This design comes from an exercise in tuning for small area on the open sky130 flow, not from production work.
Only simulation tests tie the RTL to the original design; equivalence was not proved.
No activity file was given, so power comes from the tool's default toggle rates.

## design.v

```verilog
`timescale 1ns / 1ps
module h_counter(
clk,reset,h_count,trig_v
    );
    input clk;
    input reset;
    output[9:0] h_count;
    output trig_v;
    reg[9:0] h_count;
    reg trig_v;
    always @ (posedge clk)
    begin
        if (reset)
        begin
            h_count <= 0;
            trig_v <= 1'b0;
        end
        else if (h_count < 799)
        begin
            h_count <= h_count + 1;
            trig_v <= 1'b0;       
        end
        else 
        begin
            trig_v <= 1'b1;
            h_count <= 0;        
        end
    end
endmodule
`timescale 1ns / 1ps
module v_counter(clk,reset,enable_v,v_count);
    input clk;
    input reset;
    input enable_v;
    output[9:0] v_count;
    reg[9:0] v_count;
    always @( posedge clk )
    begin
        if (reset)
        begin
            v_count <= 0;
        end
        else if (enable_v & (v_count < 524))
        begin 
                v_count <= v_count + 1;    
        end
        else if (enable_v)
        begin
            v_count <= 0;        
        end
    end
endmodule
`timescale 1ns / 1ps
module vga_sync(
input[9:0] h_count,
input[9:0] v_count,
output[9:0] x_loc,
output [9:0]  y_loc,
output h_sync,v_sync,video_on
    );
    localparam HD = 640;
    localparam HF = 16;
    localparam HB = 48;
    localparam HR = 96;
    localparam VD = 480;
    localparam VF = 10;
    localparam VB = 33;
    localparam VR = 2;
    assign v_sync = (v_count < (VD+VF)) | (v_count >= (VD+VF+VR)); 
    assign h_sync = (h_count < (HD+HF)) | (h_count >= (HD+HF+HR));
    assign video_on = (h_count < HD) & (v_count<VD);
    assign x_loc = h_count;
    assign y_loc = v_count;
endmodule
`timescale 1ns / 1ps
 module pix_gen_game(
    input clk_d, 
    input move_up,
    input move_down,
    input [3:0] vry,
    input [9:0] pixel_x, 
    input [9:0] pixel_y, 
    input video_on, 
    input reset,
    input high_s ,
    input medium_s ,
    input low_s ,
    output reg [3:0] red, 
    output reg [3:0] green, 
    output reg [3:0] blue 
    ); 
    reg[9:0]aeroplane;
always @(posedge clk_d)
begin    
    if(reset)
    begin
    aeroplane <= 1;
    end
    else if(high_s)
    begin
    aeroplane <= 3;
    end 
    else if (medium_s)
    begin
    aeroplane <= 2 ;
    end 
    else if(low_s)
    begin
    aeroplane <= 1;
    end
end
    reg [9:0] counter;
    reg [15:0]collision;
    reg[9:0] block_speed;
        reg[9:0] block_min;
    reg[9:0] block_max;
            reg[9:0] block1_min;
    reg[9:0] block1_max;
            reg[9:0] block2_min;
    reg[9:0] block2_max;
        reg[9:0] block3_min;
    reg[9:0] block3_max;
        reg[9:0] block4_min;
    reg[9:0] block4_max;
        reg[9:0] block5_min;
    reg[9:0] block5_max;
        reg[9:0] block6_min;
    reg[9:0] block6_max;
        reg[9:0] block7_min;
    reg[9:0] block7_max;
        reg[9:0] block8_min;
    reg[9:0] block8_max;
        reg[9:0] block9_min;
    reg[9:0] block9_max;
        reg[9:0] block1_counter;
        reg[9:0] block2_counter;
        reg[9:0] block3_counter;
        reg[9:0] block4_counter;
        reg[9:0] block5_counter;
        reg[9:0] block6_counter;
        reg[9:0] block7_counter;
        reg[9:0] block8_counter;
        reg[9:0] block9_counter;
        reg [9:0]plane_1_max;
    reg [9:0]plane_1_min;
        reg [9:0]plane_2_max;
    reg [9:0]plane_2_min;
        reg [9:0]plane_3_max;
    reg [9:0]plane_3_min;
        reg [9:0]plane_4_max;
    reg [9:0]plane_4_min;
always @(posedge clk_d)
        begin 
if(reset)
begin        
        counter = 1000;
     collision = 0;
     block_speed = 0;
         block_min = 550;
     block_max = 590;
            block1_min = 550;
    block1_max = 590;
             block2_min = 550;
     block2_max = 590;
        block3_min = 550;
    block3_max = 590;
        block4_min = 550;
     block4_max = 590;
         block5_min = 550;
    block5_max = 590;
        block6_min = 550;
     block6_max = 590;
         block7_min = 550;
     block7_max = 590;
        block8_min = 550;
   block8_max = 590;
         block9_min = 550;
     block9_max = 590;
         block1_counter = 1000;
         block2_counter = 1000;
         block3_counter = 800;
         block4_counter = 800;
         block5_counter = 1000;
         block6_counter = 700;
         block7_counter = 900;
         block8_counter = 1000;
         block9_counter = 900;
        plane_1_max = 134;
   plane_1_min = 100;
        plane_2_max = 122;
    plane_2_min = 112 ;
        plane_3_max = 126;
    plane_3_min = 108;
       plane_4_max = 120;
    plane_4_min = 114;         
   if ((pixel_x > 600)|| (pixel_x < 40) || (pixel_y > 440) || (pixel_y <40))
        begin
        red <= 4'hF;    
        green <= 4'h0;    
        blue <= 4'h0;    
        end 
      else if (pixel_x<430 & pixel_x>210 & pixel_y >330 & pixel_y <430)
        begin
        if((pixel_x<260 & pixel_x>220 & ((pixel_y >340 & pixel_y <350) || (pixel_y >370 & pixel_y <380))) || (pixel_x<230 & pixel_x>220 & pixel_y >340 & pixel_y <420) || (pixel_x<260 & pixel_x>250 & pixel_y >340 & pixel_y <380)
        || (pixel_x<280 & pixel_x>270 & pixel_y >340 & pixel_y <420) || (pixel_x<310 & pixel_x>270 & pixel_y >410 & pixel_y <420) || (pixel_x<330 & pixel_x>320 & pixel_y >340 & pixel_y <420) || (pixel_x<360 & pixel_x>320 & pixel_y >340 & pixel_y <350) || (pixel_x<360 & pixel_x>320 & pixel_y >380 & pixel_y <390)
        || (pixel_x<360 & pixel_x>350 & pixel_y >340 & pixel_y <420) || (pixel_x<380 & pixel_x>370 & pixel_y >340 & pixel_y <380) || (pixel_x<420 & pixel_x>370 & pixel_y >370 & pixel_y <380) || (pixel_x<420 & pixel_x>410 & pixel_y >340 & pixel_y <380) || (pixel_x<400 & pixel_x>390 & pixel_y >370 & pixel_y <420) )
            begin
                red <= 4'hF;   
                blue <= 4'hF;  
                green <= 4'hF;
            end
       else if ( 
    (pixel_x>25 && pixel_x<90 && pixel_y>130 && pixel_y<150)
     ||  (pixel_x>25  &&  pixel_x<45  &&  pixel_y>130  &&  pixel_y<230)
     ||  (pixel_x>25  &&  pixel_x<70  &&  pixel_y>170  &&  pixel_y<190 )
     ||  (pixel_x>25  &&  pixel_x<90  &&  pixel_y>210  &&  pixel_y<230 )
     ||  (pixel_x>100  &&  pixel_x<165  &&  pixel_y>130  &&  pixel_y>150)
     ||  (pixel_x>120  &&  pixel_x<145  &&  pixel_y>130  &&  pixel_y>230)
     ||  (pixel_x>175  &&  pixel_x<240  &&  pixel_y>130  &&  pixel_y<150)
     ||  (pixel_x>175  &&  pixel_x<195  &&  pixel_y>130  &&  pixel_y<230)
     ||  (pixel_x>175  &&  pixel_x<220  &&  pixel_y>170  &&  pixel_y<190 )
     ||  (pixel_x>175  &&  pixel_x<240  &&  pixel_y>210  &&  pixel_y<230 )
     ||  (pixel_x>250  &&  pixel_x<270  &&  pixel_y>130  &&  pixel_y>230)
     ||  (pixel_x>250  &&  pixel_x<315  &&  pixel_y>140  &&  pixel_y>160)
     ||  (pixel_x>295  &&  pixel_x<315  &&  pixel_y>140  &&  pixel_y>175)
     ||  (pixel_x>325  &&  pixel_x<345  &&  pixel_y>130  &&  pixel_y>230)
     ||  (pixel_x>325  &&  pixel_x<390  &&  pixel_y>130  &&  pixel_y>150)
     ||  (pixel_x>370  &&  pixel_x<390  &&  pixel_y>130  &&  pixel_y>230)
     ||  (pixel_x>400  &&  pixel_x<465  &&  pixel_y>130  &&  pixel_y>150)
     ||  (pixel_x>400  &&  pixel_x<420  &&  pixel_y>130  &&  pixel_y>230)
     ||  (pixel_x>445  &&  pixel_x<465  &&  pixel_y>130  &&  pixel_y>230)
     ||  (pixel_x>400  &&  pixel_x<465  &&  pixel_y>170  &&  pixel_y>190)
     ||  (pixel_x>475  &&  pixel_x<495  &&  pixel_y>130  &&  pixel_y>230)
     ||  (pixel_x>475  &&  pixel_x<540  &&  pixel_y>210  &&  pixel_y>230)
     ||  (pixel_x>550  &&  pixel_x<615  &&  pixel_y>130  &&  pixel_y>150)	
     ||  (pixel_x>550  &&  pixel_x<615  &&  pixel_y>170  &&  pixel_y>190)
     ||  (pixel_x>550  &&  pixel_x<615  &&  pixel_y>210  &&  pixel_y>230)
     ||  (pixel_x>550  &&  pixel_x<570  &&  pixel_y>130  &&  pixel_y>190)
     ||  (pixel_x>595  &&  pixel_x<615  &&  pixel_y>170  &&  pixel_y>230)
)
begin 
red <= 4'hF;   
 blue <= 4'h0;  
green <= 4'h0;
end 
        else
            begin
                red <= 4'hF;   
                blue <= 4'h0;  
                green <= 4'h0;
            end        
   end
       else
                begin
                    red <= 4'hF; 
                    blue <= 4'hF; 
                    green <= 4'hF; 
                end
end        
else 
     begin              
     if( collision >= 10000)
     begin
      if ((pixel_x > 600)|| (pixel_x < 40) || (pixel_y > 440) || (pixel_y <40))
                begin
                red <= 4'h0;    
                green <= 4'h1;    
                blue <= 4'h0;    
                end
       else if (
           ( pixel_x>=119 && pixel_x<=210 && pixel_y>=130 && pixel_y<=150 ) ||
            ( pixel_x>=119 && pixel_x<=139 && pixel_y>=130 && pixel_y<=230 )||
           ( pixel_x>=119 && pixel_x<=210 && pixel_y>=210 && pixel_y<=230 )||
           ( pixel_x>=190 && pixel_x<=210 && pixel_y>=160 && pixel_y<=230 )||
            ( pixel_x>=169 && pixel_x<=210 && pixel_y>=160 && pixel_y<=180 )|| 
                   ( pixel_x>=219 && pixel_x<=310 && pixel_y>=130 && pixel_y<=150 )||
            ( pixel_x>=219 && pixel_x<=239 && pixel_y>=130 && pixel_y<=230 )||
            ( pixel_x>=290 && pixel_x<=310 && pixel_y>=130 && pixel_y<=230 )||
           ( pixel_x>=219 && pixel_x<=310 && pixel_y>=170 && pixel_y<=190 )||
                   ( pixel_x>=319 && pixel_x<=410 && pixel_y>=130 && pixel_y<=150 )||
            ( pixel_x>=319 && pixel_x<=339 && pixel_y>=130 && pixel_y<=230 )||
           ( pixel_x>=354 && pixel_x<=374 && pixel_y>=130 && pixel_y<=180 )||
           ( pixel_x>=390 && pixel_x<=410 && pixel_y>=130 && pixel_y<=230 )||
                  ( pixel_x>=419 && pixel_x<=510 && pixel_y>=130 && pixel_y<=150 )||
           ( pixel_x>=419 && pixel_x<=439 && pixel_y>=130 && pixel_y<=230 )||
           ( pixel_x>=419 && pixel_x<=469 && pixel_y>=170 && pixel_y<=190 )||
           (pixel_x>=419 && pixel_x<=510 && pixel_y>=210 && pixel_y<=230 )||
                  ( pixel_x>=119 && pixel_x<=210 && pixel_y>=250 && pixel_y<=270 )||
           ( pixel_x>=119 && pixel_x<=139 && pixel_y>=250 && pixel_y<=350 )||
            (pixel_x>=119 && pixel_x<=169 && pixel_y>=290 && pixel_y<=310 )||
           ( pixel_x>=119 && pixel_x<=210 && pixel_y>=330 && pixel_y<=350 )||
                  ( pixel_x>=219 && pixel_x<=310 && pixel_y>=250 && pixel_y<=270 ) ||
           ( pixel_x>=219 && pixel_x<=239 && pixel_y>=250 && pixel_y<=350 ) ||
           ( pixel_x>=290 && pixel_x<=310 && pixel_y>=250 && pixel_y<=350 )||
                   ( pixel_x>=319 && pixel_x<=410 && pixel_y>=250 && pixel_y<=270 ) ||
           ( pixel_x>=319 && pixel_x<=339 && pixel_y>=250 && pixel_y<=350 ) ||
           ( pixel_x>=319 && pixel_x<=410 && pixel_y>=320 && pixel_y<=350 )||
            ( pixel_x>=390 && pixel_x<=410 && pixel_y>=250 && pixel_y<=350 )          
       )
       begin 
        red <= 4'hF;    
        green <= 4'h0;    
        blue <= 4'h3; 
       end
               else
                begin
                    red <= 4'hF; 
                    blue <= 4'hF; 
                    green <= 4'hF; 
                end
     end 
     else
     begin
             if ((( plane_1_max <= 90 && plane_1_max >= 60 ) || ( plane_1_min <= 90 && plane_1_min >= 60 )) 
                        && (( block1_min <= 152 && block1_min >= 100) || ( block1_max <= 152 && block1_max >= 100)))
                begin 
                    collision <= collision + 1;
                end    
            else if ((( plane_1_max <= 190 && plane_1_max >= 160 ) || ( plane_1_min <= 190 && plane_1_min >= 160 )) 
                        && (( block2_min <= 152 && block2_min >= 100) || ( block2_max <= 152 && block2_max >= 100)))
                begin 
                    collision <= collision + 1;
                end   
            else if ((( plane_1_max <= 390 && plane_1_max >= 360 ) || ( plane_1_min <= 390 && plane_1_min >= 360 )) 
                        && (( block3_min <= 152 && block2_min >= 100) || ( block3_max <= 152 && block2_max >= 100)))
                begin 
                    collision <= collision + 1;
                end  
             else if ((( plane_1_max <= 140 && plane_1_max >= 110 ) || ( plane_1_min <= 140 && plane_1_min >= 110 )) 
                        && (( block4_min <= 152 && block4_min >= 100) || ( block4_max <= 152 && block4_max >= 100)))
                begin 
                    collision <= collision + 1;
                end   
             else if ((( plane_1_max <= 230 && plane_1_max >= 200 ) || ( plane_1_min <= 230 && plane_1_min >= 200 )) 
                        && (( block5_min <= 152 && block2_min >= 100) || ( block5_max <= 152 && block5_max >= 100)))
                begin 
                    collision <= collision + 1;
                end   
             else if ((( plane_1_max <= 280 && plane_1_max >= 250 ) || ( plane_1_min <= 280 && plane_1_min >= 250 )) 
                        && (( block6_min <= 152 && block6_min >= 100) || ( block6_max <= 152 && block6_max >= 100)))
                begin 
                    collision <= collision + 1;
                end
             else if ((( plane_1_max <= 320 && plane_1_max >= 290 ) || ( plane_1_min <= 320 && plane_1_min >= 290 )) 
                        && (( block7_min <= 152 && block7_min >= 100) || ( block7_max <= 152 && block7_max >= 100)))
                begin 
                    collision <= collision + 1;
                end   
              else if ((( plane_1_max <= 355 && plane_1_max >= 325 ) || ( plane_1_min <= 355 && plane_1_min >= 325 )) 
                        && (( block8_min <= 152 && block8_min >= 100) || ( block8_max <= 152 && block8_max >= 100)))
                begin 
                    collision <= collision + 1;
                end   
              else if ((( plane_1_max <= 430 && plane_1_max >= 400 ) || ( plane_1_min <= 430 && plane_1_min >= 400 )) 
                        && (( block9_min <= 152 && block9_min >= 100) || ( block9_max <= 152 && block9_max >= 100)))
                begin 
                    collision <= collision + 1;
                end     
               if (block1_min < 40)
                begin
                    block1_min = 550;
                    block1_max = 590;
                end
                else if (block2_min < 40)
                begin
                    block2_min = 550;
                    block2_max = 590;
                end
                else if (block3_min < 40)
                begin
                    block3_min = 550;
                    block3_max = 590;
                end
                else if (block4_min < 40)
                begin
                    block4_min = 550;
                    block4_max = 590;
                end
                else if (block5_min < 40)
                begin
                    block5_min = 550;
                    block5_max = 590;
                end
                else if (block6_min < 40)
                begin
                    block6_min = 550;
                    block6_max = 590;
                end
                else if (block7_min < 40)
                begin
                    block7_min = 550;
                    block7_max = 590;
                end
                else if (block8_min < 40)
                begin
                    block8_min = 550;
                    block8_max = 590;
                end 
                else if (block9_min < 40)
                begin
                    block9_min = 550;
                    block9_max = 590;
                end
            else if ((pixel_x > 600)|| (pixel_x < 40) || (pixel_y > 440) || (pixel_y <40 && pixel_y > 30) || (pixel_y <10)  )
                begin
                red <= 4'h0;    
                green <= 4'h0;    
                blue <= 4'h0;    
                end
            else if ((pixel_x > 600)|| (pixel_x < 40) || (pixel_y >10 && pixel_y < 30)  )
            begin
                if (collision <= 10)
                begin
                    if ((pixel_x > 600)|| (pixel_x < 40) || (pixel_y >10 && pixel_y < 30))
                    begin
                        red <= 4'h0;    
                        green <= 4'hF;    
                        blue <= 4'h0; 
                    end
                end
                else if (collision > 11 )
                begin
                    if ((pixel_x > 600)|| (pixel_x < 240 ) || (pixel_y >10 && pixel_y < 30))
                    begin
                        red <= 4'h0;    
                        green <= 4'hF;    
                        blue <= 4'h0; 
                    end
                end 
            end
             else if ((pixel_x > 132 && pixel_x < 145 && pixel_y > plane_1_min && pixel_y < plane_1_max) || (pixel_x > 107 && pixel_x < 152 && pixel_y > plane_2_min && pixel_y < plane_2_max )|| (pixel_x > 100 && pixel_x < 107 && pixel_y > plane_3_min && pixel_y < plane_3_max)|| (pixel_x > 152 && pixel_x < 154 && pixel_y > plane_4_min && pixel_y < plane_4_max ) )                                                  
                begin
                red <= 4'h0;    
                green <= 4'h0;    
                blue <= 4'hF;    
                if (counter == 1000)
                begin
                    if((pixel_y > 40) && (pixel_y < 440))
                    begin
                    if((vry >= 9 )&& (vry <= 14))
                        begin
                        plane_1_max <= plane_1_max + aeroplane;
                        plane_1_min <= plane_1_min + aeroplane ;
                        plane_2_max <= plane_2_max + aeroplane;
                        plane_2_min <= plane_2_min + aeroplane ;
                        plane_3_max <= plane_3_max + aeroplane;
                        plane_3_min <= plane_3_min + aeroplane ;
                        plane_4_max <= plane_4_max + aeroplane;
                        plane_4_min <= plane_4_min + aeroplane ;
                        counter = 0;
                        end 
                    else if (vry >= 0 && vry <= 3)
                    begin
                        plane_1_max <= plane_1_max - aeroplane;
                        plane_1_min <= plane_1_min - aeroplane ;
                        plane_2_max <= plane_2_max - aeroplane;
                        plane_2_min <= plane_2_min - aeroplane ;
                        plane_3_max <= plane_3_max - aeroplane;
                        plane_3_min <= plane_3_min - aeroplane ;
                        plane_4_max <= plane_4_max - aeroplane;
                        plane_4_min <= plane_4_min - aeroplane ;
                        counter = 0;
                    end
                     end
                     else
                     begin
                        collision <= collision + 1;
                     end
                 end
                 else
                 begin
                    counter = counter +1;
                  end
                end
     else if ((pixel_x > block1_min) && (pixel_x < block1_max) && (pixel_y > 60) && (pixel_y < 90) )
                begin
                    red <= 4'hF; 
                    blue <= 4'h0; 
                    green <= 4'h0; 
                   if (block1_counter == 1000)
                   begin
                        block1_min <= block1_min - 1;
                        block1_max <= block1_max - 1;
                        block1_counter <= 0;
                   end
                   else
                   begin
                        block1_counter <= block1_counter+3;
                   end
                end      
     else if ((pixel_x > block2_min) && (pixel_x < block2_max) && (pixel_y > 160) && (pixel_y < 190) )
                begin
                    red <= 4'hF; 
                    blue <= 4'h0; 
                    green <= 4'h0; 
                   if (block2_counter == 1000)
                   begin
                        block2_min <= block2_min - 1;
                        block2_max <= block2_max - 1;
                        block2_counter <= 0;
                   end
                   else
                   begin
                        block2_counter <= block2_counter+2;
                   end
                end   
     else if ((pixel_x > block3_min) && (pixel_x < block3_max) && (pixel_y > 360) && (pixel_y < 390) )
                begin
                    red <= 4'hF; 
                    blue <= 4'h0; 
                    green <= 4'h0; 
                   if (block3_counter == 1000)
                   begin
                        block3_min <= block3_min - 1;
                        block3_max <= block3_max -1 ;
                        block3_counter <= 0;
                   end
                   else
                   begin
                        block3_counter <= block3_counter+4;
                   end
                end   
     else if ((pixel_x > block4_min) && (pixel_x < block4_max) && (pixel_y > 110) && (pixel_y < 140) )
                begin
                    red <= 4'hF; 
                    blue <= 4'h0; 
                    green <= 4'h0; 
                   if (block4_counter == 1000)
                   begin
                        block4_min <= block4_min - 1;
                        block4_max <= block4_max -1 ;
                        block4_counter <= 0;
                   end
                   else
                   begin
                        block4_counter <= block4_counter+5;
                   end
                end   
      else if ((pixel_x > block5_min) && (pixel_x < block5_max) && (pixel_y > 200) && (pixel_y < 230) )
                begin
                    red <= 4'hF; 
                    blue <= 4'h0; 
                    green <= 4'h0; 
                   if (block5_counter == 1000)
                   begin
                        block5_min <= block5_min - 1;
                        block5_max <= block5_max -1 ;
                        block5_counter <= 0;
                   end
                   else
                   begin
                        block5_counter <= block5_counter+3;
                   end
                end  
        else if ((pixel_x > block6_min) && (pixel_x < block6_max) && (pixel_y > 250) && (pixel_y < 280) )
                begin
                    red <= 4'hF; 
                    blue <= 4'h0; 
                    green <= 4'h0; 
                   if (block6_counter == 1000)
                   begin
                        block6_min <= block6_min - 1;
                        block6_max <= block6_max -1 ;
                        block6_counter <= 0;
                   end
                   else
                   begin
                        block6_counter <= block6_counter+4;
                   end
                end   
       else if ((pixel_x > block7_min) && (pixel_x < block7_max) && (pixel_y > 290) && (pixel_y < 320) )
                begin
                    red <= 4'hF; 
                    blue <= 4'h0; 
                    green <= 4'h0; 
                   if (block7_counter == 1000)
                   begin
                        block7_min <= block7_min - 1;
                        block7_max <= block7_max -1 ;
                        block7_counter <= 0;
                   end
                   else
                   begin
                        block7_counter <= block7_counter+2;
                   end
                end  
         else if ((pixel_x > block8_min) && (pixel_x < block8_max) && (pixel_y > 325) && (pixel_y < 355) )
                begin
                    red <= 4'hF; 
                    blue <= 4'h0; 
                    green <= 4'h0; 
                   if (block8_counter == 1000)
                   begin
                        block8_min <= block8_min - 1;
                        block8_max <= block8_max -1 ;
                        block8_counter <= 0;
                   end
                   else
                   begin
                        block8_counter <= block8_counter+3;
                   end
                end  
         else if ((pixel_x > block9_min) && (pixel_x < block9_max) && (pixel_y > 400) && (pixel_y < 430) )
                begin
                    red <= 4'hF; 
                    blue <= 4'h0; 
                    green <= 4'h0; 
                   if (block9_counter == 1000)
                   begin
                        block9_min <= block9_min - 1;
                        block9_max <= block9_max -1 ;
                        block9_counter <= 0;
                   end
                   else
                   begin
                        block9_counter <= block9_counter+5;
                   end
                end  
            else
                begin
                    red <= 4'hF; 
                    blue <= 4'hF; 
                    green <= 4'hF; 
                end
        end
        end
    end
endmodule
`timescale 1ns / 1ps
module dodge_plane(
  input clk,
  input reset,
  input [3:0] vry,
  input high_s,
  input medium_s,
  input low_s,
  output h_sync,
  output v_sync,
  output [3:0] red,
  output [3:0] green,
  output [3:0] blue
  );
  wire trig_v,video_on;
  wire [9:0] h_count;
  wire [9:0] v_count;
  wire [9:0] x_loc;
  wire [9:0] y_loc;
  h_counter h1(clk, reset, h_count, trig_v);
  v_counter v1(clk, reset, trig_v, v_count);  
  vga_sync s1( h_count, v_count, x_loc, y_loc, h_sync, v_sync, video_on);
  pix_gen_game p1( clk, 1'b0, 1'b0, vry, x_loc, y_loc, video_on, reset, high_s, medium_s, low_s, red, green, blue );
endmodule
```

## run.sh

```bash
#!/bin/bash
# synth_recipe.tcl (not shown) runs the flow's synth.tcl, then flattens the netlist and writes it again
# the make line also repeats each setting of config.mk as NAME=value (left out here)
make -C /OpenROAD-flow-scripts/flow DESIGN_CONFIG=/design/flow/config.mk WORK_HOME=/design/flow/orfs CLKGATE_MAP_FILE= SYNTH_SCRIPT=/design/flow/synth_recipe.tcl finish
```

## config.mk

```make
export PLATFORM = sky130hd
export DESIGN_NAME = dodge_plane
export DESIGN_NICKNAME = dodge_plane
export VERILOG_FILES = /design/flow/design.v
export SDC_FILE = /design/flow/constraint.sdc
export NUM_CORES = 4
export LEC_CHECK = 0
export CAP_MARGIN = 20
export CORE_MARGIN = 2
export CORE_UTILIZATION = 40
export SLEW_MARGIN = 20
```

## constraint.sdc

```tcl
create_clock -name core_clock -period 10.0 [get_ports {clk}]
set_input_delay 2.0000 -clock core_clock [delete_from_list [all_inputs] [get_ports {clk}]]
set_output_delay 2.0000 -clock core_clock [all_outputs]
set_load 0.01 [all_outputs]
```

==> run summary <==
Antenna violations before repair: 0
First-pass GRT wire length: 167200 microns
Inserted Clock Buffers: 49
Final setup margin: 3.869 ns
Compound-Gate Fraction of Synth Area: 23.63%
Hold-fix buffers, CTS: 0
Initial DRC Count: 2932
Die height: 290.6 microns
TNS Setup: 0 ns
Final wirelength: 104700 microns
Via Count: 32100
CTS clk-pin slew, worst paths: 0.06 ns
Max FFs per register: 16
Power Dens Cells: 106.3 nW/um^2
Internal power: 2.844 mW
Final net count: 4552
ANT cells: 0
Final worst-path cycle share: 61.31%
Worst Hold Class: reg -> reg
Final ANT Viol Nets: 0
Mapped cell area: 32850 sq um
Sw Ratio: 25.03%
Total Routing Usage GR: 24.17%
Xor/xnor share of the synthesized area: 2.026%
Pre-CTS WS: 3.261 ns
Final hold vios: 0
Crit end category: flop
Combinational power share: 7.5%
IO Port Bufs: 22
Clock Skew: 0.02877 ns
Critical path type: in -> reg
Largest net degree at the start of global routing: 113
Final setup fails: 0
Worst setup SP type: input pin
Congestion Overflow GR: 0
Critical Path Fanout Max: 49
Syn Inst Count: 4250
Simple-gate share of the synthesized area: 25.30%
Clk buf depth: 3
Fmax: 163.1 MHz
Yosys reg bits: 398
Cell variety after synth: 102
Slew Limit Fails: 0
CTS tree: done
Syn nets: 4639
IO Pins: 23
Outcome: complete, no violations
Die area: 84440 sq um
CP arrival: 6.62 ns
Area Overhead vs Synth: 8.656%
Initial DRT Pass Iterations: 6
RSZ-0062 raised after global routing: false
Max-cap violations: 0
CTS H-Tree Depth: 2
Largest family of logic cells by synthesized area: simple AND/OR/NAND/NOR gates
Main synth FF type: dfxtp_1
Core Region: 81720 sq um
Die Span X: 290.6 microns
Register area share after synthesis: 24.37%
Layout cell share with drive strength beyond 1: 6.188%
Cell Rows: 105
Final HPWL from detailed placement: 72810 microns
Relative slew slack: 19.92%
Number of synthesized flops with an enable pin: 4
CTS resizes: 0
Minimum clock period: 6.131 ns
Reg with most FFs: p1.collision
Synth Area in Adders: 14.65%
Synth async-reset ratio: 0%
Ys Warns: 3
Post-synthesis mux area share: 3.424%
Worst-margin pin slew: 1.192 ns
WL/cell: 19.86 microns
# DRC: 0
Clock network latency to the later pin of the worst-skew pair: 0.62 ns
Clock Power Share: 50.5%
Global placement routability congestion: 0.9599
Sw Pwr: 949.6 uW
CP Data Required Time: 10.49 ns
Leakage Power: 14.32 nW
Syn Area/Cell: 7.730 sq um
Filler cells: 8315
Clock Sinks: 398
Starting Density: 40.21%
Post-DR vias/cell: 6.088
Final Util: 43.69%
Max VDD drop: 0.1088 mV
Clock root buffer: clkbuf_16
Post-CTS setup buffers: 0
Vias in the first global route: 30090
Sequential share of power: 42.0%
-- worst paths after layout --
check	start	to	slack, ns	cells after the start
worst max-delay path	vry[2]	p1.plane_1_min[9]	3.87	14
worst min-delay path	p1.block3_max[8]	p1.block3_max[8]	0.46	2
worst max register to register	v1.v_count[0]	p1.block7_counter[1]	4.68	9
worst min register to register	p1.block3_max[8]	p1.block3_max[8]	0.46	2
-- area by class of cell --
cell class / instances / area [sq um] / area share [%]
clock buffer: 69 / 1391 / 3.898
clock inverter: 21 / 314.1 / 0.8797
inverter: 321 / 1207 / 3.382
multi-input combinational: 3310 / 22740 / 63.69
sequential: 398 / 8019 / 22.46
tap: 1070 / 1339 / 3.750
timing repair buffer: 83 / 691.9 / 1.938
-- synthesized netlist by cell type (66+ instances only) --
library cell  instances  share of area [%]
a21oi_1             280                4.3
nand3_1             172                2.6
o211ai_1             87                2.0
clkbuf_1            140                1.6
o21ai_0             165                2.5
nand4_1             139                2.6
nor2b_1              72                1.4
inv_1               318                3.6
ha_1                372                 14
nor3_1              111                1.7
nand2_1             442                5.0
nor4_1               66                1.3
nor2_1              331                3.8
mux2i_1              82                2.5
dfxtp_1             394                 24
-- layout by cell type, fill, tap and decap left out, drive strengths merged, types with 27 or more instances in the layout --
master,count
nor2b,72
dfxtp,394
or4,41
o311ai,41
o31ai,40
a211oi,54
nand3,175
mux2i,82
and3,54
nor3,116
o21a,35
xnor2,42
a21oi,280
nor4,69
buf,62
a31oi,55
or3,39
clkbuf,69
a2111oi,56
o21ai,172
inv,319
a21o,47
mux2,27
nand4,142
nand2,442
o211ai,87
o2111ai,38
nor2,333
ha,372
xor2,34
-- per-layer routing --
layer  share of wire [%]  global-route usage (%)  vias to the layer above
li1                    -                       -                    15670
met1                  45                   32.26                    15140
met2                  45                   39.58                     1068
met3                 6.0                   3.044                      218
met4                 3.9                   9.503                        0
met5                   0                       0                        -
-- through the flow --
stage	instance area [sq um]	instances	power (mW)	hold WS (ns)
after floorplan	32850	4250	1.837	0.4346
after global placement	33970	5182	1.906	0.4423
after detailed placement	33970	5182	1.908	0.4501
after CTS	35680	5272	3.837	0.4591
after global routing	35700	5272	3.938	0.4909
final	35700	5272	3.793	0.4604
-- power groups by stage --
stage	logic [mW]	clock network [mW]	registers, mW
floorplan	0.206	0	1.63
global placement	0.277	0	1.63
detailed placement	0.279	0	1.63
CTS	0.282	1.96	1.59
global route	0.318	2.03	1.59
finish	0.283	1.92	1.59
-- critical path, cell delays in order --
cell and delay (ns):
clkdlybuf4s50_1 0.49, or3_1 0.44, a31o_2 0.25, buf_4 0.27, inv_2 0.52, buf_4 0.46
ha_1 0.34, a21oi_1 0.23, nor2b_1 0.08, o21a_1 0.18, o41a_1 0.36, or4_1 0.41
a31oi_1 0.19, mux2_2 0.35
-- cells by family after synthesis --
group | count (synthesis)
buf+inv | 542
flops | 398
xor+xnor | 76
fa+ha+maj | 380
simple gates | 1636
mux | 109
compound gates | 1109

## what the ideal ports hide
The results above use ideal ports. As a check the final layout listed here was re-extracted and re-timed, cells and wires unchanged.
Step 1 assumes that a clkbuf_16 drives the clock port and a buf_2 every other input.
Step 2, shift: input delay + t, output delay - t, t = (earliest + latest rising clock arrival at the registers) / 2. This alone moves slack from input paths to output paths.
a / b / c = no drivers / after step 1 / after step 2; a / b = the first two.
t (ns): 0.673
slack for setup (ns): 3.869 / 3.915 / 3.241
cell pins on the clock port's net: 1
After both steps this run still meets setup and hold. The setup slack of this run moves by +0.046 ns with the drivers and by -0.628 ns with both steps.
